Background: an optimization exercise with open tools, aiming at small area and a short achievable clock period. Do not read the settings as production practice.
RTL that was checked went through simulation tests only; none was proved equivalent to the original.
Only the layout flow was run in run 2; the RTL was not checked for function there.
Power and IR drop assume default switching activity.

--- flow/config.mk ---
export PLATFORM = sky130hd
export DESIGN_NAME = PPU_gen2
export DESIGN_NICKNAME = PPU_gen2
export VERILOG_FILES = /design/flow/design.v
export SDC_FILE = /design/flow/constraint.sdc
export NUM_CORES = 4
export LEC_CHECK = 0
export CAP_MARGIN = 20
export CORE_MARGIN = 2
export CORE_UTILIZATION = 30
export SLEW_MARGIN = 20
--- flow/design.v ---
`timescale 1ns / 1ps
module PPU_gen2
(
    input wire[1:0] debug_in,
    input wire clk_in,				 
    input wire rst_in,				 
    input wire[2:0] ri_sel_in,		 
    input wire ri_ncs_in,			 
    input wire ri_r_nw_in,			 
    input wire[7:0] ri_d_in,		 
    input wire[7:0] vram_d_in,		 
    output wire[2:0] debug_out,
	output reg vde,
    output reg hsync_out,			 
    output reg vsync_out,			 
    output wire[1:0] r_out,          
    output wire[1:0] g_out,          
    output wire[1:0] b_out,          
    output wire[7:0] ri_d_out,       
    output wire nvbl_out,			 
    output wire[13:0] vram_a_out,	 
    output reg[7:0] vram_d_out,		 
    output reg vram_wr_out			 
);
    reg ri_address_inc;  
    reg next_ri_address_inc;
    reg ri_address_update, next_ri_address_update;   
    reg ri_inc_sel, next_ri_inc_sel;      
    reg ri_v_name, next_ri_v_name;
    reg[4:0] ri_v_tile, next_ri_v_tile;
    reg[2:0] ri_v_fine, next_ri_v_fine;  
    reg ri_h_name, next_ri_h_name;
    reg[2:0] ri_h_fine, next_ri_h_fine;
    reg[4:0] ri_h_tile, next_ri_h_tile;  
    reg ri_background_select, next_ri_background_select;   
    reg[7:0] ri_cpu_data_out, next_ri_cpu_data_out;  
    reg ri_sprite_height, next_ri_sprite_height;     
    reg ri_sprite_select, next_ri_sprite_select;     
    reg ri_vblank, next_ri_vblank;   
    reg ri_byte_sel, next_ri_byte_sel;   
    reg[7:0] ri_read_buf, next_ri_read_buf;     
    reg ri_read_buf_update, next_ri_read_buf_update;     
    reg[7:0] ri_oam_address, next_ri_oam_address;    
    reg ri_prev_ncs;     
    reg ri_prev_vblank;  
    reg[7:0] ri_oam_d;   
    reg ri_oam_wr;   
    reg ri_bg_enable, next_ri_bg_enable;    
    reg ri_spr_enable, next_ri_spr_enable;   
    reg ri_bg_clip_enable, next_ri_bg_clip_enable;  
    reg ri_spr_clip_enable, next_ri_spr_clip_enable;     
    reg ri_nmi_enable, next_ri_nmi_enable;   
    reg ri_pram_wr;  
    wire horiz_advance;
    wire vblank;     
    wire ri_spr0_hit;
    wire ri_spr_overflow;
    wire[7:0] ri_oam_q;
    wire[7:0] ri_pram_q;
    assign debug_out = {ri_spr0_hit, ri_spr_enable, ri_bg_enable};
    always @(posedge clk_in or posedge rst_in)
    begin
        if (rst_in)
        begin
            ri_v_fine <= 3'h0;
            ri_v_tile <= 5'h00;
            ri_v_name <= 1'h0;
            ri_h_fine <= 3'h0;
            ri_h_tile <= 5'h00;
            ri_h_name <= 1'h0;
            ri_background_select <= 1'h0;
            ri_cpu_data_out <= 8'h00;
            ri_address_update <= 1'h0;
            ri_nmi_enable <= 1'h0;
            ri_sprite_height <= 1'h0;
            ri_sprite_select <= 1'h0;
            ri_inc_sel <= 1'h0;
            ri_spr_enable <= 1'h0;
            ri_bg_enable <= 1'h0;
            ri_spr_clip_enable <= 1'h0;
            ri_bg_clip_enable <= 1'h0;
            ri_vblank <= 1'h0;
            ri_byte_sel <= 1'h0;
            ri_read_buf <= 8'h00;
            ri_read_buf_update <= 1'h0;
            ri_oam_address <= 8'h00;
            ri_prev_ncs <= 1'h1;
            ri_prev_vblank <= 1'h0;
            ri_address_inc <= 1'b0;
        end
        else if(horiz_advance)
        begin
            ri_v_fine            <= next_ri_v_fine;
            ri_v_tile            <= next_ri_v_tile;
            ri_v_name             <= next_ri_v_name;
            ri_h_fine            <= next_ri_h_fine;
            ri_h_tile           <= next_ri_h_tile;
            ri_h_name             <= next_ri_h_name;
            ri_background_select             <= next_ri_background_select;
            ri_cpu_data_out     <= next_ri_cpu_data_out;
            ri_address_update <= next_ri_address_update;
            ri_nmi_enable       <= next_ri_nmi_enable;
            ri_sprite_height         <= next_ri_sprite_height;
            ri_sprite_select    <= next_ri_sprite_select;
            ri_inc_sel     <= next_ri_inc_sel;
            ri_spr_enable        <= next_ri_spr_enable;
            ri_bg_enable         <= next_ri_bg_enable;
            ri_spr_clip_enable   <= next_ri_spr_clip_enable;
            ri_bg_clip_enable    <= next_ri_bg_clip_enable;
            ri_vblank        <= next_ri_vblank;
            ri_byte_sel      <= next_ri_byte_sel;
            ri_read_buf        <= next_ri_read_buf;
            ri_read_buf_update        <= next_ri_read_buf_update;
            ri_oam_address     <= next_ri_oam_address;
            ri_prev_ncs        <= ri_ncs_in;
            ri_prev_vblank     <= vblank;
            ri_address_inc <= next_ri_address_inc;
        end
    end
    always @(*)
    begin
        next_ri_v_fine = ri_v_fine;
        next_ri_v_tile          = ri_v_tile;
        next_ri_v_name           = ri_v_name;
        next_ri_h_fine          = ri_h_fine;
        next_ri_h_tile          = ri_h_tile;
        next_ri_h_name           = ri_h_name;
        next_ri_background_select           = ri_background_select;
        next_ri_cpu_data_out   = ri_cpu_data_out;
        next_ri_nmi_enable     = ri_nmi_enable;
        next_ri_sprite_height       = ri_sprite_height;
        next_ri_sprite_select  = ri_sprite_select;
        next_ri_inc_sel   = ri_inc_sel;
        next_ri_spr_enable      = ri_spr_enable;
        next_ri_bg_enable       = ri_bg_enable;
        next_ri_spr_clip_enable = ri_spr_clip_enable;
        next_ri_bg_clip_enable  = ri_bg_clip_enable;
        next_ri_byte_sel    = ri_byte_sel;
        next_ri_oam_address   = ri_oam_address;
        vram_wr_out = 1'b0;
        vram_d_out  = 8'h00;
        ri_pram_wr = 1'b0;
        next_ri_address_inc = 1'b0;
        ri_oam_d  = 8'h00;
        ri_oam_wr = 1'b0;
        next_ri_read_buf_update = 1'b0;
        next_ri_address_update = 1'b0;
        next_ri_read_buf = (ri_read_buf_update) ? vram_d_in : ri_read_buf;
        if(~ri_prev_vblank & vblank)
            next_ri_vblank = 1'b1;
        else if(~vblank)
            next_ri_vblank = 1'b0;
        else
            next_ri_vblank = ri_vblank;
        if (ri_prev_ncs & ~ri_ncs_in)
        begin
            if (ri_r_nw_in)
            begin
                case (ri_sel_in)
                    3'h2:   
                    begin
                        next_ri_cpu_data_out = {ri_vblank, ri_spr0_hit, ri_spr_overflow, 5'b00000};
                        next_ri_byte_sel = 1'b0;
                        next_ri_vblank = 1'b0;
                    end
                    3'h4:   
                    begin
                        next_ri_cpu_data_out = ri_oam_q;
                    end
                    3'h7:   
                    begin
                        next_ri_cpu_data_out  = (vram_a_out[13:8] == 6'h3F) ? ri_pram_q : ri_read_buf;
                        next_ri_read_buf_update = 1'b1;
                        next_ri_address_inc = 1'b1;
                    end
                    default: ;
                endcase
            end
            else
            begin
                case (ri_sel_in)
                    3'h0:   
                    begin
                        next_ri_nmi_enable = ri_d_in[7];
                        next_ri_sprite_height = ri_d_in[5];
                        next_ri_background_select = ri_d_in[4];
                        next_ri_sprite_select = ri_d_in[3];
                        next_ri_inc_sel  = ri_d_in[2];
                        next_ri_v_name = ri_d_in[1];
                        next_ri_h_name = ri_d_in[0];
                    end
                    3'h1:   
                    begin
                        next_ri_spr_enable = ri_d_in[4];
                        next_ri_bg_enable = ri_d_in[3];
                        next_ri_spr_clip_enable = ~ri_d_in[2];
                        next_ri_bg_clip_enable = ~ri_d_in[1];
                    end
                    3'h3:   
                    begin
                        next_ri_oam_address = ri_d_in;
                    end
                    3'h4:   
                    begin
                        ri_oam_d = ri_d_in;
                        ri_oam_wr = 1'b1;
                        next_ri_oam_address = ri_oam_address + 8'h01;
                    end
                    3'h5:   
                    begin
                        next_ri_byte_sel = ~ri_byte_sel;
                        if (~ri_byte_sel)
                        begin
                            next_ri_h_fine = ri_d_in[2:0];
                            next_ri_h_tile = ri_d_in[7:3];
                        end
                        else
                        begin
                            next_ri_v_fine = ri_d_in[2:0];
                            next_ri_v_tile = ri_d_in[7:3];
                        end
                    end
                    3'h6:   
                    begin
                        next_ri_byte_sel = ~ri_byte_sel;
                        if (~ri_byte_sel)
                        begin
                            next_ri_v_fine = {1'b0, ri_d_in[5:4]};
                            next_ri_v_name = ri_d_in[3];
                            next_ri_h_name = ri_d_in[2];
                            next_ri_v_tile[4:3] = ri_d_in[1:0];
                        end
                        else
                        begin
                            next_ri_v_tile[2:0] = ri_d_in[7:5];
                            next_ri_h_tile = ri_d_in[4:0];
                            next_ri_address_update = 1'b1;
                        end
                    end
                    3'h7:   
                    begin
                        if (vram_a_out[13:8] == 6'h3F)
                            ri_pram_wr = 1'b1;
                        else
                            vram_wr_out = 1'b1;
                        vram_d_out = ri_d_in;
                        next_ri_address_inc = 1'b1;
                    end
                    default: ;
                endcase
            end
        end
    end
    assign ri_d_out = (~ri_ncs_in & ri_r_nw_in) ? ri_cpu_data_out : 8'h00;
    reg[9:0] vesa_col;	 
    reg[9:0] vesa_line;	 
    reg active_rows;
    reg active_render_area;
    reg active_draw_area;
    reg HSYNC;
    reg VSYNC;
    reg[2:0] horiz_scaler;
    always @(posedge clk_in or posedge rst_in)
    begin
        if(rst_in)
        begin
            vesa_col <= 0;
            vesa_line <= 0;
            active_rows <= 0;
            active_render_area <= 0;
            active_draw_area <= 0;
            horiz_scaler <= 0;
            HSYNC <= 1'b0;
            VSYNC <= 1'b0;
        end
        else
        begin
            if(vesa_col == 10'd799)
                vesa_col <= 10'h00;
            else
                vesa_col <= vesa_col + 10'h01;
            if(vesa_col == 10'd799)
            begin
                if(vesa_line == 10'd524)
                    vesa_line <= 10'h00;
                else
                    vesa_line <= vesa_line + 10'h01;
            end
            if(vesa_line == 10'h00)
                active_rows <= 1'b1;
            else if(vesa_line == 10'd480)
                active_rows <= 1'b0;
            if(active_rows && vesa_col == 10'd777)
               active_render_area <= 1'b1;
            else if(vesa_col == 10'd637)
               active_render_area <= 1'b0;
            if(active_rows && vesa_col == 10'd799)
                active_draw_area <= 1'b1;
            else if(vesa_col == 10'd639)
                active_draw_area <= 1'b0;    
            if(horiz_scaler == 3'b100)
                horiz_scaler <= 3'b000;
            else
                horiz_scaler <= horiz_scaler + 3'b001;
            if(vesa_col <= 10'd751 && vesa_col >= 10'd656)
                HSYNC <= 1'b0;
            else
                HSYNC <= 1'b1;
            if(vesa_line == 10'd491 || vesa_line == 10'd492)
                VSYNC <= 1'b0;
            else
                VSYNC <= 1'b1;
        end
    end
    assign horiz_advance = (horiz_scaler == 3'b000) | (horiz_scaler == 3'b010);
    assign vblank = ~(active_rows | active_draw_area);    
    assign nvbl_out = ~(ri_vblank & ri_nmi_enable);
    reg[7:0] NES_col;
    reg[7:0] NES_row;
    reg vert_scaler;
    reg prev_active_rows;
    always @(posedge clk_in or posedge rst_in)
    begin
        if(rst_in)
        begin
            NES_col <= 0;
            NES_row <= 0;
            vert_scaler <= 0;
            prev_active_rows <= 1'b0;
        end
        else if(horiz_advance)
        begin
            if(active_render_area)
            begin
                NES_col <= NES_col + 8'd01;
                if(NES_col == 8'd255)
                begin
                    vert_scaler <= ~vert_scaler;
                    if(vert_scaler)
                    begin
                        if(NES_row == 8'd239)
                            NES_row <= 8'h00;
                        else
                            NES_row <= NES_row + 8'h01;
                    end
                end
            end
            else if(active_rows)
            begin
                NES_col <= 8'h00;
            end
            else
            begin
                NES_col <= 8'h00;
                NES_row <= 8'h00;
                vert_scaler <= 1'b0;
            end
            prev_active_rows <= active_rows;
        end
    end
    reg v_name, next_v_name;     
    reg h_name, next_h_name;     
    reg[4:0] v_tile, next_v_tile;    
    reg[4:0] h_tile, next_h_tile;    
    reg[2:0] v_fine, next_v_fine;    
    reg[7:0] picture_address, next_picture_address;  
    reg[1:0] tile_attribute, next_tile_attribute;    
    reg[7:0] pattern_data0, next_pattern_data0;      
    reg[8:0] bg_shift3, next_bg_shift3;      
    reg[8:0] bg_shift2, next_bg_shift2;      
    reg[15:0] bg_shift1, next_bg_shift1;     
    reg[15:0] bg_shift0, next_bg_shift0;     
    reg[13:0] bg_vram_a;
    always @(posedge clk_in or posedge rst_in)
    begin
        if (rst_in)
        begin
            v_fine <= 3'h0;
            v_tile <= 5'h00;
            v_name <= 1'h0;
            h_tile <= 5'h00;
            h_name <= 1'h0;
            picture_address <= 8'h00;
            tile_attribute <= 2'h0;
            pattern_data0 <= 8'h00;
            bg_shift3 <= 9'h000;
            bg_shift2 <= 9'h000;
            bg_shift1 <= 16'h0000;
            bg_shift0 <= 16'h0000;
        end
        else if(horiz_advance)
        begin
            v_fine <= next_v_fine;
            v_tile <= next_v_tile;
            v_name <= next_v_name;
            h_tile <= next_h_tile;
            h_name <= next_h_name;
            picture_address <= next_picture_address;
            tile_attribute <= next_tile_attribute;
            pattern_data0 <= next_pattern_data0;
            bg_shift3 <= next_bg_shift3;
            bg_shift2 <= next_bg_shift2;
            bg_shift1 <= next_bg_shift1;
            bg_shift0 <= next_bg_shift0;
        end
    end
    reg update_v_count;  
    reg update_h_count;  
    reg inc_v_count;     
    reg inc_h_count;     
    always @(*)
    begin
        next_v_fine = v_fine;
        next_v_name = v_name;
        next_h_name  = h_name;
        next_v_tile = v_tile;
        next_h_tile = h_tile;
        if(ri_address_inc)
        begin
            if(ri_inc_sel)
                {next_v_fine, next_v_name, next_h_name, next_v_tile} = {v_fine, v_name, h_name, v_tile} + 10'h001;
            else
                {next_v_fine, next_v_name, next_h_name, next_v_tile, next_h_tile} = {v_fine, v_name, h_name, v_tile, h_tile} + 15'h0001;
        end
        else
        begin
            if(inc_v_count)
            begin
                if(v_fine == 3'b111 && v_tile == 5'b11101)
                begin
                    next_v_name = ~v_name;
                    next_v_tile = 5'h00;
                    next_v_fine = 3'h0;
                end
                else
                begin
                    {next_v_tile, next_v_fine} = {v_tile, v_fine} + 8'h01;
                end
            end
            if(inc_h_count)
            begin
                {next_h_name, next_h_tile} = {h_name, h_tile} + 6'h01;
            end
            if(update_v_count || ri_address_update)
            begin
                next_v_name  = ri_v_name;
                next_v_tile = ri_v_tile;
                next_v_fine = ri_v_fine;
            end
            if(update_h_count || ri_address_update)
            begin
                next_h_name  = ri_h_name;
                next_h_tile = ri_h_tile;
            end
        end
    end
    always @(*)
    begin
        next_picture_address = picture_address;
        next_tile_attribute = tile_attribute;
        next_pattern_data0 = pattern_data0;
        next_bg_shift3 = bg_shift3;
        next_bg_shift2 = bg_shift2;
        next_bg_shift1 = bg_shift1;
        next_bg_shift0 = bg_shift0;
        update_v_count = 1'b0;
        inc_v_count = 1'b0;
        update_h_count = 1'b0;
        inc_h_count = 1'b0;
        bg_vram_a = {v_fine[1:0], v_name, h_name, v_tile, h_tile};
        if(ri_bg_enable && active_rows && ~prev_active_rows)
        begin
            update_h_count = 1'b1;
            update_v_count = 1'b1;
        end
        if(ri_bg_enable && active_render_area)
        begin
            if(NES_col == 8'd255)    
            begin
                update_h_count = 1'b1;
                if(vert_scaler)     
                begin
                    if(NES_row == 8'd239)   
                        update_v_count = 1'b1;
                    else
                        inc_v_count = 1'b1;
                end
            end
            else if(NES_col[2:0] == 3'h7)
            begin
                inc_h_count = 1'b1;
            end
            next_bg_shift3 = {bg_shift3[8], bg_shift3[8:1]};
            next_bg_shift2 = {bg_shift2[8], bg_shift2[8:1]};
            next_bg_shift1 = {1'b0, bg_shift1[15:1]};
            next_bg_shift0 = {1'b0, bg_shift0[15:1]};
            if(NES_col[2:0] == 3'h7)
            begin
                next_bg_shift3[8]  = tile_attribute[1];
                next_bg_shift2[8]  = tile_attribute[0];
                next_bg_shift1[15] = vram_d_in[0];
                next_bg_shift1[14] = vram_d_in[1];
                next_bg_shift1[13] = vram_d_in[2];
                next_bg_shift1[12] = vram_d_in[3];
                next_bg_shift1[11] = vram_d_in[4];
                next_bg_shift1[10] = vram_d_in[5];
                next_bg_shift1[9] = vram_d_in[6];
                next_bg_shift1[8] = vram_d_in[7];
                next_bg_shift0[15] = pattern_data0[0];
                next_bg_shift0[14] = pattern_data0[1];
                next_bg_shift0[13] = pattern_data0[2];
                next_bg_shift0[12] = pattern_data0[3];
                next_bg_shift0[11] = pattern_data0[4];
                next_bg_shift0[10] = pattern_data0[5];
                next_bg_shift0[9] = pattern_data0[6];
                next_bg_shift0[8] = pattern_data0[7];
            end
            case (NES_col[2:0])
            3'd0:
                bg_vram_a = {2'b10, v_name, h_name, v_tile, h_tile};
            3'd1:
            begin
                bg_vram_a = {2'b10, v_name, h_name, v_tile, h_tile};
                next_picture_address = vram_d_in;
            end
            3'd2:
                bg_vram_a = {2'b10, v_name, h_name, 4'b1111, v_tile[4:2], h_tile[4:2]};
            3'd3:
            begin
                bg_vram_a = {2'b10, v_name, h_name, 4'b1111, v_tile[4:2], h_tile[4:2]};
                next_tile_attribute = vram_d_in >> {v_tile[1], h_tile[1], 1'b0};
            end
            3'd4:
                bg_vram_a = {1'b0, ri_background_select, picture_address, 1'b0, v_fine};
            3'd5:
            begin
                bg_vram_a = {1'b0, ri_background_select, picture_address, 1'b0, v_fine};
                next_pattern_data0 = vram_d_in;
            end
            3'd6:
                bg_vram_a = {1'b0, ri_background_select, picture_address, 1'b1, v_fine};
            3'd7:
            begin
                bg_vram_a = {1'b0, ri_background_select, picture_address, 1'b1, v_fine};
            end
            endcase
        end
    end
    wire clip;
    wire clip_area;
    wire[3:0] bg_palette_index;
    assign clip_area = (NES_col < 8'd16) & (|NES_col[7:3]);  
    assign clip = ri_bg_clip_enable && clip_area;
    assign bg_palette_index = (~clip & ri_bg_enable & debug_in[0]) ? {bg_shift3[ri_h_fine], bg_shift2[ri_h_fine], bg_shift1[ri_h_fine], bg_shift0[ri_h_fine]} : 4'h0;
    wire[7:0] OAM_a;
    wire[7:0] OAM_d;
    wire[7:0] OAM_q;
    wire OAM_wren;
    reg[7:0] m_OAM[255:0];
    reg[7:0] OAM_a_hold;
    always @(posedge clk_in)
    begin
        OAM_a_hold <= OAM_a;
        if(OAM_wren)
        begin
            m_OAM[OAM_a] <= OAM_d;
        end
    end
    assign OAM_q = m_OAM[OAM_a_hold];
    wire[4:0] sec_OAM_a;
    wire[7:0] sec_OAM_d;
    wire[7:0] sec_OAM_q;
    wire sec_OAM_wren;
    reg[7:0] m_sec_OAM[31:0];
	reg[4:0] sec_OAM_a_hold;
    always @(posedge clk_in)
    begin
		sec_OAM_a_hold <= sec_OAM_a;
        if(sec_OAM_wren)
        begin
            m_sec_OAM[sec_OAM_a] <= sec_OAM_d;
        end
    end
	assign sec_OAM_q = m_sec_OAM[sec_OAM_a_hold];
    reg[3:0] state;
    localparam[3:0]
		S_IDLE = 4'h0,
		S_CLEAR = 4'h1,
		S_EVALUATE = 4'h2,
		S_EVALUATE_NOP = 4'h3,
		S_LOAD_NOP = 4'h4,
		S_LOAD_REGS = 4'h5,
		S_FETCH_NOP = 4'h6,
		S_FETCH_PATTERN_LOW = 4'h7,
		S_FETCH_PATTERN_HIGH = 4'h8;
    reg[7:0] OAM_address;
    reg[5:0] sec_OAM_address;
    reg gate_sec_OAM;
    reg sec_OAM_write;
    reg[12:0] spr_vram_a;
    reg[15:0] spr_shift_low[7:0];     
    reg[15:0] spr_shift_high[7:0];    
    reg[5:0] spr_attribute[7:0];     
    reg[7:0] spr_col[7:0];           
    reg[3:0] spr_row;
    reg spr_v_invert;
    reg spr_h_invert;
    reg spr_primary_exists;  
    reg sprite_overflow;
    reg[1:0] spr_timer;
    wire[8:0] spr_y_compare;
    wire spr_in_range;
    wire spr_timer_nz;
    assign spr_y_compare = NES_row + ~OAM_q + {7'h0, vert_scaler};
    assign sec_OAM_d = ((sec_OAM_address[1:0] == 2'b00) ? spr_y_compare[7:0] : OAM_q) | {8{~gate_sec_OAM}};   
    assign spr_in_range = (~|spr_y_compare[8:4]) & (~spr_y_compare[3] | ri_sprite_height);
    assign spr_timer_nz = |spr_timer;
    assign sec_OAM_wren = sec_OAM_write;
    assign sec_OAM_a = sec_OAM_address[4:0];
    assign OAM_a = (vblank | ~ri_spr_enable) ? ri_oam_address : OAM_address;
    assign OAM_wren = (vblank | ~ri_spr_enable) ? ri_oam_wr : 1'b0;
    assign OAM_d = ri_oam_d;
    assign ri_oam_q = OAM_q;
    assign ri_spr_overflow = sprite_overflow;
    always @(posedge clk_in or posedge rst_in)
    begin
        if(rst_in)
        begin
            state <= S_IDLE;
            OAM_address <= 8'h00;
            sec_OAM_address <= 6'h00;
            gate_sec_OAM <= 1'b0;
            sec_OAM_write <= 1'b0;
            spr_vram_a <= 13'h0000;
            spr_shift_low[0] <= 16'h0000;
            spr_shift_low[1] <= 16'h0000;
            spr_shift_low[2] <= 16'h0000;
            spr_shift_low[3] <= 16'h0000;
            spr_shift_low[4] <= 16'h0000;
            spr_shift_low[5] <= 16'h0000;
            spr_shift_low[6] <= 16'h0000;
            spr_shift_low[7] <= 16'h0000;
            spr_shift_high[0] <= 16'h0000;
            spr_shift_high[1] <= 16'h0000;
            spr_shift_high[2] <= 16'h0000;
            spr_shift_high[3] <= 16'h0000;
            spr_shift_high[4] <= 16'h0000;
            spr_shift_high[5] <= 16'h0000;
            spr_shift_high[6] <= 16'h0000;
            spr_shift_high[7] <= 16'h0000;
            spr_attribute[0] <= 6'h00;
            spr_attribute[1] <= 6'h00;
            spr_attribute[2] <= 6'h00;
            spr_attribute[3] <= 6'h00;
            spr_attribute[4] <= 6'h00;
            spr_attribute[5] <= 6'h00;
            spr_attribute[6] <= 6'h00;
            spr_attribute[7] <= 6'h00;
            spr_col[0] <= 8'h00;
            spr_col[1] <= 8'h00;
            spr_col[2] <= 8'h00;
            spr_col[3] <= 8'h00;
            spr_col[4] <= 8'h00;
            spr_col[5] <= 8'h00;
            spr_col[6] <= 8'h00;
            spr_col[7] <= 8'h00;
            spr_row <= 4'h0;
            spr_v_invert <= 1'b0;
            spr_h_invert <= 1'b0;
            spr_primary_exists <= 1'b0;
            sprite_overflow <= 1'b0;
            spr_timer <= 2'b00;
        end
        else
        begin
            if(active_rows && ~prev_active_rows)
                sprite_overflow <= 1'b0;
            if(active_render_area & (|NES_row[7:0]))
            begin
                if(horiz_advance)
                begin
                    spr_col[0] <= (|spr_col[0]) ? (spr_col[0] - 8'h01) : spr_col[0];
                    spr_col[1] <= (|spr_col[1]) ? (spr_col[1] - 8'h01) : spr_col[1];
                    spr_col[2] <= (|spr_col[2]) ? (spr_col[2] - 8'h01) : spr_col[2];
                    spr_col[3] <= (|spr_col[3]) ? (spr_col[3] - 8'h01) : spr_col[3];
                    spr_col[4] <= (|spr_col[4]) ? (spr_col[4] - 8'h01) : spr_col[4];
                    spr_col[5] <= (|spr_col[5]) ? (spr_col[5] - 8'h01) : spr_col[5];
                    spr_col[6] <= (|spr_col[6]) ? (spr_col[6] - 8'h01) : spr_col[6];
                    spr_col[7] <= (|spr_col[7]) ? (spr_col[7] - 8'h01) : spr_col[7];
                    spr_shift_low[0] <= ~(|spr_col[0]) ? ({1'b0, spr_shift_low[0][15:1]}) : spr_shift_low[0];
                    spr_shift_low[1] <= ~(|spr_col[1]) ? ({1'b0, spr_shift_low[1][15:1]}) : spr_shift_low[1];
                    spr_shift_low[2] <= ~(|spr_col[2]) ? ({1'b0, spr_shift_low[2][15:1]}) : spr_shift_low[2];
                    spr_shift_low[3] <= ~(|spr_col[3]) ? ({1'b0, spr_shift_low[3][15:1]}) : spr_shift_low[3];
                    spr_shift_low[4] <= ~(|spr_col[4]) ? ({1'b0, spr_shift_low[4][15:1]}) : spr_shift_low[4];
                    spr_shift_low[5] <= ~(|spr_col[5]) ? ({1'b0, spr_shift_low[5][15:1]}) : spr_shift_low[5];
                    spr_shift_low[6] <= ~(|spr_col[6]) ? ({1'b0, spr_shift_low[6][15:1]}) : spr_shift_low[6];
                    spr_shift_low[7] <= ~(|spr_col[7]) ? ({1'b0, spr_shift_low[7][15:1]}) : spr_shift_low[7];
                    spr_shift_high[0] <= ~(|spr_col[0]) ? ({1'b0, spr_shift_high[0][15:1]}) : spr_shift_high[0];
                    spr_shift_high[1] <= ~(|spr_col[1]) ? ({1'b0, spr_shift_high[1][15:1]}) : spr_shift_high[1];
                    spr_shift_high[2] <= ~(|spr_col[2]) ? ({1'b0, spr_shift_high[2][15:1]}) : spr_shift_high[2];
                    spr_shift_high[3] <= ~(|spr_col[3]) ? ({1'b0, spr_shift_high[3][15:1]}) : spr_shift_high[3];
                    spr_shift_high[4] <= ~(|spr_col[4]) ? ({1'b0, spr_shift_high[4][15:1]}) : spr_shift_high[4];
                    spr_shift_high[5] <= ~(|spr_col[5]) ? ({1'b0, spr_shift_high[5][15:1]}) : spr_shift_high[5];
                    spr_shift_high[6] <= ~(|spr_col[6]) ? ({1'b0, spr_shift_high[6][15:1]}) : spr_shift_high[6];
                    spr_shift_high[7] <= ~(|spr_col[7]) ? ({1'b0, spr_shift_high[7][15:1]}) : spr_shift_high[7];
                end
            end
            else
            begin
                spr_shift_low[0][7:0] <= 8'h00;
                spr_shift_low[1][7:0] <= 8'h00;
                spr_shift_low[2][7:0] <= 8'h00;
                spr_shift_low[3][7:0] <= 8'h00;
                spr_shift_low[4][7:0] <= 8'h00;
                spr_shift_low[5][7:0] <= 8'h00;
                spr_shift_low[6][7:0] <= 8'h00;
                spr_shift_low[7][7:0] <= 8'h00;
                spr_shift_high[0][7:0] <= 8'h00;
                spr_shift_high[1][7:0] <= 8'h00;
                spr_shift_high[2][7:0] <= 8'h00;
                spr_shift_high[3][7:0] <= 8'h00;
                spr_shift_high[4][7:0] <= 8'h00;
                spr_shift_high[5][7:0] <= 8'h00;
                spr_shift_high[6][7:0] <= 8'h00;
                spr_shift_high[7][7:0] <= 8'h00;
            end
            if(spr_timer_nz)
                spr_timer <= spr_timer - 2'b01;
            case(state)
                S_IDLE:
                begin
                    OAM_address <= 8'h00;
                    sec_OAM_address <= 6'h00;
                    gate_sec_OAM <= 1'b0;
                    sec_OAM_write <= 1'b0;
                    if(active_render_area & ri_spr_enable)
                    begin
                        sec_OAM_write <= 1'b1;
                        state <= S_CLEAR;
                    end
                end
                S_CLEAR:
                begin
                    sec_OAM_address[4:0] <= sec_OAM_address[4:0] + 5'h01;
                    if(&sec_OAM_address[4:0])
                    begin
                        gate_sec_OAM <= 1'b1;
                        state <= S_EVALUATE;
                    end
                end
                S_EVALUATE:
                begin
                    sec_OAM_write <= 1'b0;
                    state <= S_EVALUATE_NOP;
                    if(spr_in_range | (|sec_OAM_address[1:0]))    
                    begin
                        OAM_address <= OAM_address + 8'h01;
                        sec_OAM_address <= sec_OAM_address[4:0] + 5'h01;
                        if(~(|sec_OAM_address[5:2]))
                            spr_primary_exists <= 1'b1;
                    end
                    else     
                    begin
                        OAM_address <= OAM_address + 8'h04;
                        if(~(|sec_OAM_address[5:2]))
                            spr_primary_exists <= 1'b0;
                    end
                    if(sec_OAM_address[5] && spr_in_range)
                    begin
                        sec_OAM_address <= 6'h00;
                        sprite_overflow <= 1'b1;
                        state <= S_LOAD_NOP;
                    end
                end
                S_EVALUATE_NOP:
                begin
                    sec_OAM_write <= ~sec_OAM_address[5];    
                    state <= S_EVALUATE;
                    if(OAM_address == 8'h00)     
                    begin
                        sec_OAM_write <= 1'b0;
                        sec_OAM_address <= 6'h00;
                        state <= S_LOAD_NOP;
                    end
                end
                S_LOAD_NOP:
                begin
                    if(~active_render_area)    
                        state <= S_LOAD_REGS;
                end
                S_LOAD_REGS:
                begin
                    case(sec_OAM_address[1:0])
                        2'b00:
                        begin
                            sec_OAM_address <= sec_OAM_address + 5'h01;
                            spr_row <= sec_OAM_q[3:0];   
                            state <= S_LOAD_NOP;
                        end
                        2'b01:
                        begin
                            sec_OAM_address <= sec_OAM_address + 5'h01;
                            if(ri_sprite_height)
                                spr_vram_a[12:5] <= {sec_OAM_q[0], sec_OAM_q[7:1]};
                            else
                                spr_vram_a[12:4] <= {ri_sprite_select, sec_OAM_q[7:0]};  
                            state <= S_LOAD_NOP;
                        end
                        2'b10:
                        begin
                            sec_OAM_address <= sec_OAM_address + 5'h01;
                            spr_attribute[sec_OAM_address[4:2]] <= sec_OAM_q[5:0];    
                            spr_v_invert <= sec_OAM_q[7];    
                            spr_h_invert <= sec_OAM_q[6];
                            state <= S_LOAD_NOP;
                        end
                        2'b11:
                        begin
                            spr_col[sec_OAM_address[4:2]] <= sec_OAM_q;  
                            if(ri_sprite_height)
                                spr_vram_a[4] <= spr_v_invert ^ spr_row[3];
                            spr_vram_a[2:0] <= {3{spr_v_invert}} ^ spr_row[2:0];   
                            state <= S_FETCH_PATTERN_LOW;
                        end
                    endcase
                    spr_timer <= 2'h3;
                    spr_vram_a[3] <= 1'b0;
                end
                S_FETCH_PATTERN_LOW:
                begin
                    if(~spr_timer_nz)
                    begin
                        spr_vram_a[3] <= 1'b1;
                        if(spr_h_invert)
                            spr_shift_low[sec_OAM_address[4:2]][15:8] <= vram_d_in[7:0];
                        else
                        begin
                            spr_shift_low[sec_OAM_address[4:2]][15] <= vram_d_in[0];
                            spr_shift_low[sec_OAM_address[4:2]][14] <= vram_d_in[1];
                            spr_shift_low[sec_OAM_address[4:2]][13] <= vram_d_in[2];
                            spr_shift_low[sec_OAM_address[4:2]][12] <= vram_d_in[3];
                            spr_shift_low[sec_OAM_address[4:2]][11] <= vram_d_in[4];
                            spr_shift_low[sec_OAM_address[4:2]][10] <= vram_d_in[5];
                            spr_shift_low[sec_OAM_address[4:2]][9] <= vram_d_in[6];
                            spr_shift_low[sec_OAM_address[4:2]][8] <= vram_d_in[7];
                        end
                        spr_timer <= 2'h3;
                        state <= S_FETCH_PATTERN_HIGH;
                    end
                end
                S_FETCH_PATTERN_HIGH:
                begin
                    if(~spr_timer_nz)
                    begin
                        sec_OAM_address <= sec_OAM_address + 5'h01;
                        if(spr_h_invert)
                            spr_shift_high[sec_OAM_address[4:2]][15:8] <= vram_d_in[7:0];
                        else
                        begin
                            spr_shift_high[sec_OAM_address[4:2]][15] <= vram_d_in[0];
                            spr_shift_high[sec_OAM_address[4:2]][14] <= vram_d_in[1];
                            spr_shift_high[sec_OAM_address[4:2]][13] <= vram_d_in[2];
                            spr_shift_high[sec_OAM_address[4:2]][12] <= vram_d_in[3];
                            spr_shift_high[sec_OAM_address[4:2]][11] <= vram_d_in[4];
                            spr_shift_high[sec_OAM_address[4:2]][10] <= vram_d_in[5];
                            spr_shift_high[sec_OAM_address[4:2]][9] <= vram_d_in[6];
                            spr_shift_high[sec_OAM_address[4:2]][8] <= vram_d_in[7];
                        end
                        if(&sec_OAM_address[4:2])
                            state <= S_IDLE;
                        else
                            state <= S_LOAD_NOP;
                    end
                end
                default: ;
            endcase
        end
    end
    wire[3:0] spr_palette_index;
    wire spr_priority;
    wire spr_primary;
    assign spr_palette_index = (!(ri_spr_enable & debug_in[1]) || (ri_spr_clip_enable & clip_area)) ? 4'h0 : 
        (spr_shift_high[0][0] | spr_shift_low[0][0]) ? {spr_attribute[0][1:0], spr_shift_high[0][0], spr_shift_low[0][0]} : 
        (spr_shift_high[1][0] | spr_shift_low[1][0]) ? {spr_attribute[1][1:0], spr_shift_high[1][0], spr_shift_low[1][0]} : 
        (spr_shift_high[2][0] | spr_shift_low[2][0]) ? {spr_attribute[2][1:0], spr_shift_high[2][0], spr_shift_low[2][0]} : 
        (spr_shift_high[3][0] | spr_shift_low[3][0]) ? {spr_attribute[3][1:0], spr_shift_high[3][0], spr_shift_low[3][0]} : 
        (spr_shift_high[4][0] | spr_shift_low[4][0]) ? {spr_attribute[4][1:0], spr_shift_high[4][0], spr_shift_low[4][0]} : 
        (spr_shift_high[5][0] | spr_shift_low[5][0]) ? {spr_attribute[5][1:0], spr_shift_high[5][0], spr_shift_low[5][0]} : 
        (spr_shift_high[6][0] | spr_shift_low[6][0]) ? {spr_attribute[6][1:0], spr_shift_high[6][0], spr_shift_low[6][0]} : 
        (spr_shift_high[7][0] | spr_shift_low[7][0]) ? {spr_attribute[7][1:0], spr_shift_high[7][0], spr_shift_low[7][0]} : 4'h0;
    assign spr_priority = (!(ri_spr_enable & debug_in[1]) || (ri_spr_clip_enable & clip_area)) ? 1'b0 : 
        (spr_shift_high[0][0] | spr_shift_low[0][0]) ? spr_attribute[0][5] : 
        (spr_shift_high[1][0] | spr_shift_low[1][0]) ? spr_attribute[1][5] : 
        (spr_shift_high[2][0] | spr_shift_low[2][0]) ? spr_attribute[2][5] : 
        (spr_shift_high[3][0] | spr_shift_low[3][0]) ? spr_attribute[3][5] : 
        (spr_shift_high[4][0] | spr_shift_low[4][0]) ? spr_attribute[4][5] : 
        (spr_shift_high[5][0] | spr_shift_low[5][0]) ? spr_attribute[5][5] : 
        (spr_shift_high[6][0] | spr_shift_low[6][0]) ? spr_attribute[6][5] : 
        (spr_shift_high[7][0] | spr_shift_low[7][0]) ? spr_attribute[7][5] : 1'b0;
    assign spr_primary = (!(ri_spr_enable & debug_in[1]) || (ri_spr_clip_enable & clip_area)) ? 1'b0 : 
        (spr_shift_high[0][0] | spr_shift_low[0][0]) ? spr_primary_exists : 1'b0;
    reg[5:0] palette_ram [31:0];   
    reg[4:0] pram_a_hold;    
    wire[5:0] pram_q;
    wire[4:0] pram_a;    
    wire[4:0] pram_address;  
    assign pram_a = (vblank | ~(ri_spr_enable | ri_bg_enable)) ? ((vram_a_out[4:0] & 5'h03) ? (vram_a_out[4:0]) : (vram_a_out[4:0] & 5'h0f)) : (pram_address);
    always @(posedge clk_in)
    begin
        pram_a_hold <= pram_a;
        if(ri_pram_wr)
            palette_ram[pram_a] <= vram_d_out[5:0];
    end
    assign pram_q = palette_ram[pram_a_hold];
    assign ri_pram_q = {2'b00, pram_q};
    reg[5:0] rgb_reg;
    reg[5:0] rgb_buf;
    reg spr0_hit;
    wire spr_foreground;
    wire spr_trans;
    wire bg_trans;
    assign spr_foreground  = ~spr_priority;
    assign spr_trans       = ~(|spr_palette_index[1:0]);
    assign bg_trans        = ~(|bg_palette_index[1:0]);
    assign ri_spr0_hit = spr0_hit;
    always @(posedge clk_in or posedge rst_in)
    begin
        if (rst_in)
            spr0_hit <= 1'b0;
        else
        begin
            if(active_rows & ~prev_active_rows)
                spr0_hit <= 1'b0;
            else if(spr_primary && !spr_trans && !bg_trans)
                spr0_hit <= 1'b1;
        end
    end
    assign pram_address = ((spr_foreground || bg_trans) && !spr_trans) ? {1'b1, spr_palette_index} : (!bg_trans) ? {1'b0, bg_palette_index} : 5'h00;
    always @(posedge clk_in)
    begin
    	 case (pram_q)
            6'h00: rgb_reg <= 6'o25;
            6'h01: rgb_reg <= 6'o02;
            6'h02: rgb_reg <= 6'o03;
            6'h03: rgb_reg <= 6'o22;
            6'h04: rgb_reg <= 6'o41;
            6'h05: rgb_reg <= 6'o42;
            6'h06: rgb_reg <= 6'o44;
            6'h07: rgb_reg <= 6'o45;
            6'h08: rgb_reg <= 6'o24;
            6'h09: rgb_reg <= 6'o04;
            6'h0a: rgb_reg <= 6'o10;
            6'h0b: rgb_reg <= 6'o10;
            6'h0c: rgb_reg <= 6'o05;
            6'h0d: rgb_reg <= 6'o00;
            6'h0e: rgb_reg <= 6'o00;
            6'h0f: rgb_reg <= 6'o00;
            6'h10: rgb_reg <= 6'o52;
            6'h11: rgb_reg <= 6'o13;
            6'h12: rgb_reg <= 6'o07;
            6'h13: rgb_reg <= 6'o23;
            6'h14: rgb_reg <= 6'o43;
            6'h15: rgb_reg <= 6'o62;
            6'h16: rgb_reg <= 6'o60;
            6'h17: rgb_reg <= 6'o64;
            6'h18: rgb_reg <= 6'o44;
            6'h19: rgb_reg <= 6'o30;
            6'h1a: rgb_reg <= 6'o10;
            6'h1b: rgb_reg <= 6'o11;
            6'h1c: rgb_reg <= 6'o12;
            6'h1d: rgb_reg <= 6'o00;
            6'h1e: rgb_reg <= 6'o00;
            6'h1f: rgb_reg <= 6'o00;
            6'h20: rgb_reg <= 6'o77;
            6'h21: rgb_reg <= 6'o37;
            6'h22: rgb_reg <= 6'o33;
            6'h23: rgb_reg <= 6'o67;
            6'h24: rgb_reg <= 6'o63;
            6'h25: rgb_reg <= 6'o73;
            6'h26: rgb_reg <= 6'o70;
            6'h27: rgb_reg <= 6'o71;
            6'h28: rgb_reg <= 6'o74;
            6'h29: rgb_reg <= 6'o54;
            6'h2a: rgb_reg <= 6'o14;
            6'h2b: rgb_reg <= 6'o37;
            6'h2c: rgb_reg <= 6'o17;
            6'h2d: rgb_reg <= 6'o25;
            6'h2e: rgb_reg <= 6'o00;
            6'h2f: rgb_reg <= 6'o00;
            6'h30: rgb_reg <= 6'o77;
            6'h31: rgb_reg <= 6'o57;
            6'h32: rgb_reg <= 6'o53;
            6'h33: rgb_reg <= 6'o66;
            6'h34: rgb_reg <= 6'o46;
            6'h35: rgb_reg <= 6'o72;
            6'h36: rgb_reg <= 6'o74;
            6'h37: rgb_reg <= 6'o75;
            6'h38: rgb_reg <= 6'o76;
            6'h39: rgb_reg <= 6'o55;
            6'h3a: rgb_reg <= 6'o35;
            6'h3b: rgb_reg <= 6'o37;
            6'h3c: rgb_reg <= 6'o57;
            6'h3d: rgb_reg <= 6'o52;
            6'h3e: rgb_reg <= 6'o00;
            6'h3f: rgb_reg <= 6'o00;
        endcase
    end
    always @(posedge clk_in or posedge rst_in)
    begin
        if(rst_in)
        begin
            rgb_buf <= 6'h00;
			vde <= 1'b0;
            hsync_out <= 1'b0;
            vsync_out <= 1'b0;
        end
        else
        begin
            if(~active_draw_area | (~ri_spr_enable & ~ri_bg_enable))
                rgb_buf <= 6'h00;
            else
                rgb_buf <= rgb_reg;
			vde <= active_draw_area;
            hsync_out <= HSYNC;
            vsync_out <= VSYNC;
        end
    end
    assign {r_out, g_out, b_out} = rgb_buf;
    assign vram_a_out  = (ri_spr_enable && ~active_render_area && ~vblank) ? {1'b0, spr_vram_a} : bg_vram_a;
endmodule
--- flow/constraint.sdc ---
create_clock -name core_clock -period 10.0 [get_ports {clk_in}]
set_input_delay 2.0000 -clock core_clock [delete_from_list [all_inputs] [get_ports {clk_in}]]
set_output_delay 2.0000 -clock core_clock [all_outputs]
set_load 0.01 [all_outputs]
--- flow/run.sh ---
#!/bin/bash
# synth_recipe.tcl (not shown) runs the flow's synth.tcl, then flattens the netlist and writes it again
# the make line also repeats each setting of config.mk as NAME=value (left out here)
make -C /OpenROAD-flow-scripts/flow DESIGN_CONFIG=/design/flow/config.mk WORK_HOME=/design/flow/orfs CLKGATE_MAP_FILE= SYNTH_SCRIPT=/design/flow/synth_recipe.tcl finish
==> results.json, run 1 <==
{
  "cts_sinks": 3104,
  "synth_most_common_cell": "edfxtp_1",
  "route.vias.total": 68890,
  "fin_crit_sh_pct": 74.25,
  "start_kind": "input pin",
  "largest_register": "m_OAM",
  "worst_path_most_repeated_cell": "clkdlybuf4s50_1",
  "synth_flop_cell": "edfxtp_1",
  "setup.worst_path.end_class": "output port",
  "p_leak_nw": 48.63,
  "tightest_slew_ps": 1158,
  "pre_cts_ws_ps": 2546,
  "grt_max_degree": 217,
  "nets": 7584,
  "critical-path-max-stage-delay_ps": 1150,
  "netlist.area_leader.share_pct": 59.07,
  "antenna_found_initial": 14,
  "row_count": 238,
  "async_flop_share_pct": 18.81,
  "cp_slowest_cell": "clkdlybuf4s50_1",
  "netlist_area_um2": 126900,
  "final.setup.tns_ps": 0,
  "ys_top_cells_by_count": "edfxtp_1, mux4_2, dfrtp_1",
  "path_delay_family": "buffers and inverters",
  "ctsResizeCount": 0,
  "htree_levels": 5,
  "crit_required_ps": 8000,
  "drtIter0Drc": 7835,
  "drtPass1Iterations": 6,
  "vdd_drop_max_mv": 0.1269,
  "fillers": 39270,
  "hold_viol": 0,
  "syn_to_final_growth_pct": 13.66,
  "first_global_vias": 69280,
  "rsz0062_at_grt": "no",
  "netlist_instances": 7331,
  "grt_overflow": 0,
  "drt_wl_total_um": 323800,
  "tritoncts": "yes",
  "core_um2": 420800,
  "synth_top_family_by_area": "multiplexers",
  "slew_violations": 0,
  "die_h_um": 654.4,
  "die_x_um": 654.4,
  "synth_adder_area_share_pct": 0.6823,
  "cp.arrival_ps": 5430,
  "synth_area_leader_cell": "edfxtp_1",
  "powerDensity_nw_per_um2": 201.8,
  "floorplan.initialDensity_pct": 30.16,
  "worstPathCellList": "clkdlybuf4s50_1 -> and3_1 -> nand2_1 -> nor2_1 -> clkdlybuf4s50_1",
  "critPathBufInv": 2,
  "drc_errors": 0,
  "maxSlewHeadroom_pct": 21.29,
  "num_io_pins": 69,
  "hold_path.class": "reg2reg",
  "worst-setup-path-type": "in2out",
  "finalWorstPathRequiredPeriod_ps": 7425,
  "cap_violations": 0,
  "cp_max_fo": 24,
  "setup_ws_ps": 2575,
  "ys_seq_area_share_pct": 70.96,
  "numCtsBuffers": 311,
  "synthTopCellsByArea": "edfxtp_1, mux4_2, dfrtp_1",
  "track_usage_pct": 14.71,
  "setup_violations": 0,
  "outcome": "timing/DRC/antenna clean",
  "clk_pin_slew_ps": 60,
  "synth_cell_types": 104,
  "dp_hpwl_um": 203700,
  "postCtsSetupBuffers": 0,
  "fin_cells": 13380,
  "reg_top3": "m_OAM x2048, m_sec_OAM x256, palette_ram x192",
  "synth_xor_area_share_pct": 0.3658,
  "fin_skew_ps": 91.55,
  "insertion_delay_ps": 920,
  "utilization_pct": 34.28,
  "ys_ff_latch": 3104,
  "cts_hold_buf": 0,
  "synthSimpleGateAreaFrac_pct": 5.235,
  "synth-edff-count": 2496,
  "placed_cells": 12810,
  "cts_max_path_buffers": 4,
  "fmax_ghz": 0.1347,
  "synth-warning-count": 5,
  "portBuffers": 68,
  "syn_avg_cell_area_um2": 17.31,
  "largest_register_ffs": 2048,
  "cts_root_buffer": "clkbuf_16",
  "synthMuxAreaShare_pct": 15.10,
  "avgViaCountPerCell": 5.150,
  "die_area_um2": 428200,
  "grt_pass1_wl_um": 474100,
  "synth-compound-area-share_pct": 5.591,
  "drive_above_1_share_pct": 18.66,
  "place.gp.congestion": 0.8487,
  "wire_per_inst_um": 24.21,
  "drt.antenna.violating_nets": 0,
  "hold_slack_ps": 352.8
}
layout by cell type (no fill, tap or decap), types with 26 or more instances in the layout:
cell type / Yosys / layout
and3_1: 49 / 41
a22oi_1: 73 / 73
mux4_1: 27 / 27
dfrtp_1: 583 / 583
clkinv_2: 0 / 56
nor2_1: 551 / 540
nand2b_1: 36 / 36
nor2b_1: 30 / 26
clkbuf_16: 0 / 320
xnor2_1: 34 / 34
nand3_1: 114 / 114
clkdlybuf4s50_1: 0 / 68
o21ai_0: 196 / 195
o22ai_1: 198 / 198
buf_4: 28 / 140
a21oi_1: 186 / 186
nand2_1: 496 / 490
and2_1: 29 / 29
bufinv_16: 0 / 26
nor3_1: 94 / 89
edfxtp_1: 2496 / 2496
a22o_1: 145 / 145
mux2i_1: 270 / 269
clkinv_1: 6 / 51
mux4_2: 656 / 656
clkbuf_1: 220 / 54
inv_1: 85 / 84
mux2_2: 80 / 80
ha_1: 66 / 66
a31oi_1: 30 / 30
worst register-to-register path, stage by stage (launching register included):
cell and delay, ps:
dfxtp_4 830, buf_12 440, buf_4 380, mux4_2 260, mux4_2 230, nor3_1 80, nor4_1 950, o2111ai_1 640
a211o_1 530, inv_1 110, fa_1 200, nor2b_1 80, o31a_1 290, o21ai_1 170, a211oi_1 90, or4_1 620
o21a_1 330, a21oi_2 320, o31a_2 280, mux2i_1 220
per-layer routing:
layer / share of wire (%) / wire length [µm] / track usage (%)
met2: 48 / 156700 / 24.41
met5: 0 / 0 / 0
met3: 6.5 / 21210 / 2.222
met4: 3.3 / 10570 / 4.587
met1: 42 / 135400 / 19.87
layout make-up:
cell class,count,area [µm²],share of cell area (%)
inverters,93,354.1,0.2455
flip-flops and latches,3104,90070,62.45
clock buffers,393,8472,5.874
diodes,4,10.01,0.006940
well taps,5640,7057,4.893
repair buffers,231,2175,1.508
multi-input cells,3750,34490,23.92
clock inverters,161,1592,1.104
power by group:
group | leakage [nW] | internal, mW | switching [mW]
Clock | 4.93 | 6.69 | 4.95
Sequential | 31.6 | 13.9 | 0.145
Combinational | 12.1 | 1.43 | 2.02
path summary, 6_finish.rpt:
path	start	endpoint	slack (ps)	cells past startpoint
setup reg to reg	flip-flop	sec_OAM_address[1]$_DFFE_PP0P_	2810	19
setup / recovery	ri_sel_in[1]	vram_wr_out	2570	5
min in group asynchronous	rst_in	rgb_buf[2]$_DFF_PP0_	1590	3
hold / removal	VSYNC$_DFF_PP0_	vsync_out$_DFF_PP0_	350	0
hold reg to reg	VSYNC$_DFF_PP0_	vsync_out$_DFF_PP0_	350	0
max in group asynchronous	rst_in	spr_shift_low[1][5]$_DFFE_PP0P_	6160	5
stage by stage:
stage | total power [mW] | cell area [µm²]
2_1_floorplan | 16.70 | 127000
3_3_place_gp | 17.72 | 134000
3_5_place_dp | 17.75 | 134000
4_1_cts | 29.32 | 144100
5_1_grt | 29.96 | 144200
6_report | 29.11 | 144200
logic make-up (layout without fill, tap and decap cells):
kind of cell             after synthesis  after routing
AO/OA/AOI/OAI                       1058           1058
adder cells (fa/ha/maj)               68             68
multiplexers                        1039           1039
flip-flops                          3104           3104
XOR/XNOR                              53             53
buffers and inverters                500            878
other                                  1             28
AND/OR/NAND/NOR                     1508           1508
==> inputs of run 2 (changes only) <==
--- a/flow/design.v
+++ b/flow/design.v
@@ -556,15 +556,22 @@
     wire[7:0] OAM_d;
-    wire[7:0] OAM_q;
+    reg[7:0] OAM_q;
     wire OAM_wren;
     reg[7:0] m_OAM[255:0];
-    reg[7:0] OAM_a_hold;
+    wire[15:0] OAM_sel_hi = 16'h0001 << OAM_a[7:4];
+    wire[15:0] OAM_sel_lo = 16'h0001 << OAM_a[3:0];
+    reg[7:0] OAM_rd;
+    integer oi;
+    always @(*)
+    begin
+        OAM_rd = 8'h00;
+        for(oi = 0; oi < 256; oi = oi + 1)
+            OAM_rd = OAM_rd | (m_OAM[oi] & {8{OAM_sel_hi[oi >> 4] & OAM_sel_lo[oi & 15]}});
+    end
     always @(posedge clk_in)
     begin
-        OAM_a_hold <= OAM_a;
-        if(OAM_wren)
-        begin
-            m_OAM[OAM_a] <= OAM_d;
-        end
+        OAM_q <= OAM_wren ? OAM_d : OAM_rd;
+        for(oi = 0; oi < 256; oi = oi + 1)
+            if(OAM_wren & OAM_sel_hi[oi >> 4] & OAM_sel_lo[oi & 15])
+                m_OAM[oi] <= OAM_d;
     end
-    assign OAM_q = m_OAM[OAM_a_hold];
     wire[4:0] sec_OAM_a;
@@ -573,13 +580,25 @@
     wire sec_OAM_wren;
-    reg[7:0] m_sec_OAM[31:0];
-	reg[4:0] sec_OAM_a_hold;
+    reg[3:0] m_sec_y[7:0];
+    reg[7:0] m_sec_tile[7:0];
+    reg[4:0] m_sec_attr[7:0];
+    reg[7:0] m_sec_x[7:0];
+    reg[4:0] sec_attr_q;
     always @(posedge clk_in)
     begin
-		sec_OAM_a_hold <= sec_OAM_a;
         if(sec_OAM_wren)
         begin
-            m_sec_OAM[sec_OAM_a] <= sec_OAM_d;
+            case(sec_OAM_a[1:0])
+                2'b00: m_sec_y[sec_OAM_a[4:2]] <= sec_OAM_d[3:0];
+                2'b01: m_sec_tile[sec_OAM_a[4:2]] <= sec_OAM_d;
+                2'b10: m_sec_attr[sec_OAM_a[4:2]] <= {sec_OAM_d[7:5], sec_OAM_d[1:0]};
+                2'b11: m_sec_x[sec_OAM_a[4:2]] <= sec_OAM_d;
+            endcase
         end
     end
-	assign sec_OAM_q = m_sec_OAM[sec_OAM_a_hold];
+    always @(*)
+        sec_attr_q = m_sec_attr[sec_OAM_a[4:2]];
+    assign sec_OAM_q = (sec_OAM_a[1:0] == 2'b00) ? {4'h0, m_sec_y[sec_OAM_a[4:2]]} :
+                       (sec_OAM_a[1:0] == 2'b01) ? m_sec_tile[sec_OAM_a[4:2]] :
+                       (sec_OAM_a[1:0] == 2'b10) ? {sec_attr_q[4:2], 3'b000, sec_attr_q[1:0]} :
+                       m_sec_x[sec_OAM_a[4:2]];
     reg[3:0] state;
@@ -910,6 +929,6 @@
         pram_a_hold <= pram_a;
-        if(ri_pram_wr)
+        if(ri_pram_wr && !(pram_a[4] && pram_a[1:0] == 2'b00))
             palette_ram[pram_a] <= vram_d_out[5:0];
     end
-    assign pram_q = palette_ram[pram_a_hold];
+    assign pram_q = (pram_a_hold[4] && pram_a_hold[1:0] == 2'b00) ? 6'h00 : palette_ram[pram_a_hold];
     assign ri_pram_q = {2'b00, pram_q};
--- a/flow/config.mk
+++ b/flow/config.mk
@@ -9,3 +9,4 @@
 export CORE_MARGIN = 2
-export CORE_UTILIZATION = 30
+export CORE_UTILIZATION = 45
+export SETUP_SLACK_MARGIN = 4.5
 export SLEW_MARGIN = 20
==> run 2 against run 1 <==
Against the previous run: largest cell class unchanged; via count up 34%; critical path type is now reg2reg; register-to-register slack better by 1200 ps; worst setup slack better by 1500 ps; critical endpoint is now OAM_q[4]$_DFF_P_.
==> results.json, run 2 <==
{
  "cts_max_path_buffers": 4,
  "cp_slowest_cell": "nor4_2",
  "clk_pin_slew_ps": 60,
  "utilization_pct": 52.51,
  "worst-setup-path-type": "reg2reg",
  "final_common_cell": "edfxtp_1",
  "fillers": 22260,
  "placed_cells": 11860,
  "syn_to_final_growth_pct": 15.90,
  "grt_overflow": 0,
  "cts_sinks": 3043,
  "synth-warning-count": 6,
  "netlist_instances": 8300,
  "avgViaCountPerCell": 7.342,
  "tritoncts": "yes",
  "num_io_pins": 69,
  "reg_top3": "m_OAM x2048, palette_ram x192",
  "synth_most_common_cell": "edfxtp_1",
  "rsz0062_at_grt": "yes",
  "hold_slack_ps": 359.7,
  "largest_register": "m_OAM",
  "drive_above_1_share_pct": 16.45,
  "met1Wirelength_um": 214200,
  "first_global_vias": 83460,
  "setup.worst_path.end_class": "flip-flop",
  "netlist_area_um2": 122800,
  "p_leak_nw": 48.14,
  "worstPathCellList": "nand4bb_1 -> mux2_2 -> buf_4 -> nor2_1 -> a32oi_1 -> nand4_1 -> nor4_2 -> nand2_1 -> nor4_1 -> a31oi_1",
  "final_cell_mix": "edfxtp_1, nand2_1, dfrtp_1",
  "nets": 8772,
  "track_usage_pct": 45.57,
  "wl_met2_um": 261800,
  "final.setup.tns_ps": 0,
  "antenna_found_initial": 96,
  "finalWorstPathRequiredPeriod_ps": 5961,
  "cap_violations": 0,
  "ys_ff_latch": 3043,
  "fin_crit_sh_pct": 59.61,
  "synth_area_leader_cell": "edfxtp_1",
  "wire_per_inst_um": 50.89,
  "die_x_um": 526.3,
  "ys_top_cells_by_count": "edfxtp_1, nand2_1, nor2_1",
  "cts_hold_buf": 0,
  "synthTopCellsByArea": "edfxtp_1, dfrtp_1, a22oi_1",
  "hold_path.class": "reg2reg",
  "drtIter0Drc": 18300,
  "dp_hpwl_um": 439100,
  "die_h_um": 526.3,
  "htree_levels": 5,
  "synth_flop_cell": "edfxtp_1",
  "syn_avg_cell_area_um2": 14.79,
  "grt_max_degree": 155,
  "row_count": 191,
  "placement.cell_area_um2": 130600,
  "route.vias.total": 92380,
  "place.gp.congestion": 1.141,
  "fmax_ghz": 0.1678,
  "crit_required_ps": 10860,
  "outcome": "timing/DRC/antenna clean",
  "maxSlewHeadroom_pct": 4.487,
  "netlist.area_leader.share_pct": 59.68,
  "ys_seq_area_share_pct": 71.90,
  "numCtsBuffers": 329,
  "critical-path-max-stage-delay_ps": 860,
  "largest_register_ffs": 2048,
  "cts_root_buffer": "clkbuf_16",
  "hold_viol": 0,
  "pre_cts_ws_ps": 2451,
  "insertion_delay_ps": 1020,
  "async_flop_share_pct": 19.19,
  "route.met3.wl_um": 96250,
  "start_kind": "flip-flop",
  "floorplan.initialDensity_pct": 45.30,
  "p_total_mw": 29.17,
  "synth-edff-count": 2440,
  "synth_cell_types": 92,
  "die_area_um2": 277000,
  "slew_violations": 0,
  "setup_ws_ps": 4039,
  "tightest_slew_ps": 1433,
  "cp.arrival_ps": 6820,
  "vdd_drop_max_mv": 0.1485,
  "stdcell_area_um2": 142300,
  "grt_pass1_wl_um": 826400,
  "setup_violations": 0,
  "multi_input_area_um2": 33680,
  "cp_max_fo": 22,
  "portBuffers": 68,
  "maxUsedRoutingLayer": "met5",
  "drt.antenna.violating_nets": 0,
  "fin_cells": 12580,
  "drtPass1Iterations": 9,
  "powerDensity_nw_per_um2": 205.0,
  "core_um2": 271000,
  "drt_wl_total_um": 640300,
  "seqCellArea_um2": 88280,
  "fin_skew_ps": 87.61,
  "drc_errors": 0
}
## run 2: cell count changes after synthesis, moves of 86 or more
cell,change
o22ai_1,+134
a22oi_1,+424
clkbuf_1,+86
a222oi_1,+129
nand2_1,+133
a32oi_1,+110
mux4_2,-536
## run 2: cell type report
cell class	count	area share (%)
timing repair buffer	533	3.355
clock inverter	168	1.214
sequential	3043	62.04
multi-input combinational	4680	23.67
tap	3570	3.139
antenna	76	0.1337
clock buffer	422	6.205
inverter	90	0.2401
## run 2: power by group
group / switching [mW] / internal (mW)
Combinational: 2.26 / 0.783
Clock: 5.32 / 6.98
Sequential: 0.204 / 13.6
Total: 7.79 / 21.4
## run 2: repair_timing
item,in CTS,in global routing
endpoints found under the hold margin,0,0
cloned,7,0
pin swaps,8,8
setup endpoints to repair,68,24
gates resized for setup,85,21
setup buffers,25,5
## run 2: routing by layer
layer | vias up | track usage, %
met1 | 47070 | 53.43
met5 | - | 1.420
met4 | 26 | 38.36
met2 | 8853 | 62.80
li1 | 34030 | -
met3 | 2395 | 21.60
## run 2: path summary, 6_finish.rpt
check,from,to,slack (ps),depth (start not counted)
worst max-delay path,OAM_address[7]$_DFFE_PP0P_,OAM_q[4]$_DFF_P_,4040,10
max in group asynchronous,rst_in,OAM_address[5]$_DFFE_PP0P_,6340,4
worst max register to register,OAM_address[7]$_DFFE_PP0P_,OAM_q[4]$_DFF_P_,4040,10
min in group asynchronous,rst_in,spr_shift_low[6][2]$_DFFE_PP0P_,1480,2
worst min register to register,VSYNC$_DFF_PP0_,vsync_out$_DFF_PP0_,360,0
worst min-delay path,VSYNC$_DFF_PP0_,vsync_out$_DFF_PP0_,360,0
## run 2: critical path: cells and delay by family, from the launching register on
family                 cells  cell delay (ps)
DFF                        1              830
muxes                      1              510
and+or+nand+nor            6             2980
buffers and inverters      1              580
AOI/OAI and AO/OA          2              900
## run 2: cells by family (layout without fill, tap and decap cells)
logic type	count (synthesis)	after routing	synth area share (%)
other	1	100	0.003055
buffers and inverters	602	1213	2.038
AOI/OAI and AO/OA	2079	2079	12.20
and+or+nand+nor	1987	1989	7.615
DFF	3043	3043	71.90
adders and majority gates	70	70	0.7256
muxes	450	450	5.038
xor gates and xnor gates	68	68	0.4851

-- static timing again, ports no longer ideal --
The flow's constraints put no driver on any port. The routed layouts listed below were extracted and timed again, unchanged, in two steps.
Step 1 (the two cells are an assumption about what drives the block):
set clk [get_ports {clk_in}]
set_driving_cell -lib_cell sky130_fd_sc_hd__clkbuf_16 $clk
set_driving_cell -lib_cell sky130_fd_sc_hd__buf_2 [delete_from_list [all_inputs] $clk]
Step 2, shift: input delay + t, output delay - t, t = (earliest + latest rising clock arrival at the registers) / 2. This alone moves slack from input paths to output paths.
Slacks: ideal ports / drivers / drivers and shift; pairs: ideal ports / drivers.
run | shift t [ns] | slack for setup (ns) | worst setup path at the end | clock arrival spread, ns | worst slew at a driven data input, ns
run 1 | 0.981 | 2.575 / 2.522 / 2.522 | input to output | 0.092 / 0.092 | 0.18
run 2 | 1.065 | 4.039 / 4.039 / 3.583 | input to register | 0.094 / 0.093 | 0.04
After both steps every run listed still meets setup and hold. The setup slack of run 2, which loses most, moves by 0.000 ns with the drivers and by -0.456 ns with both steps.
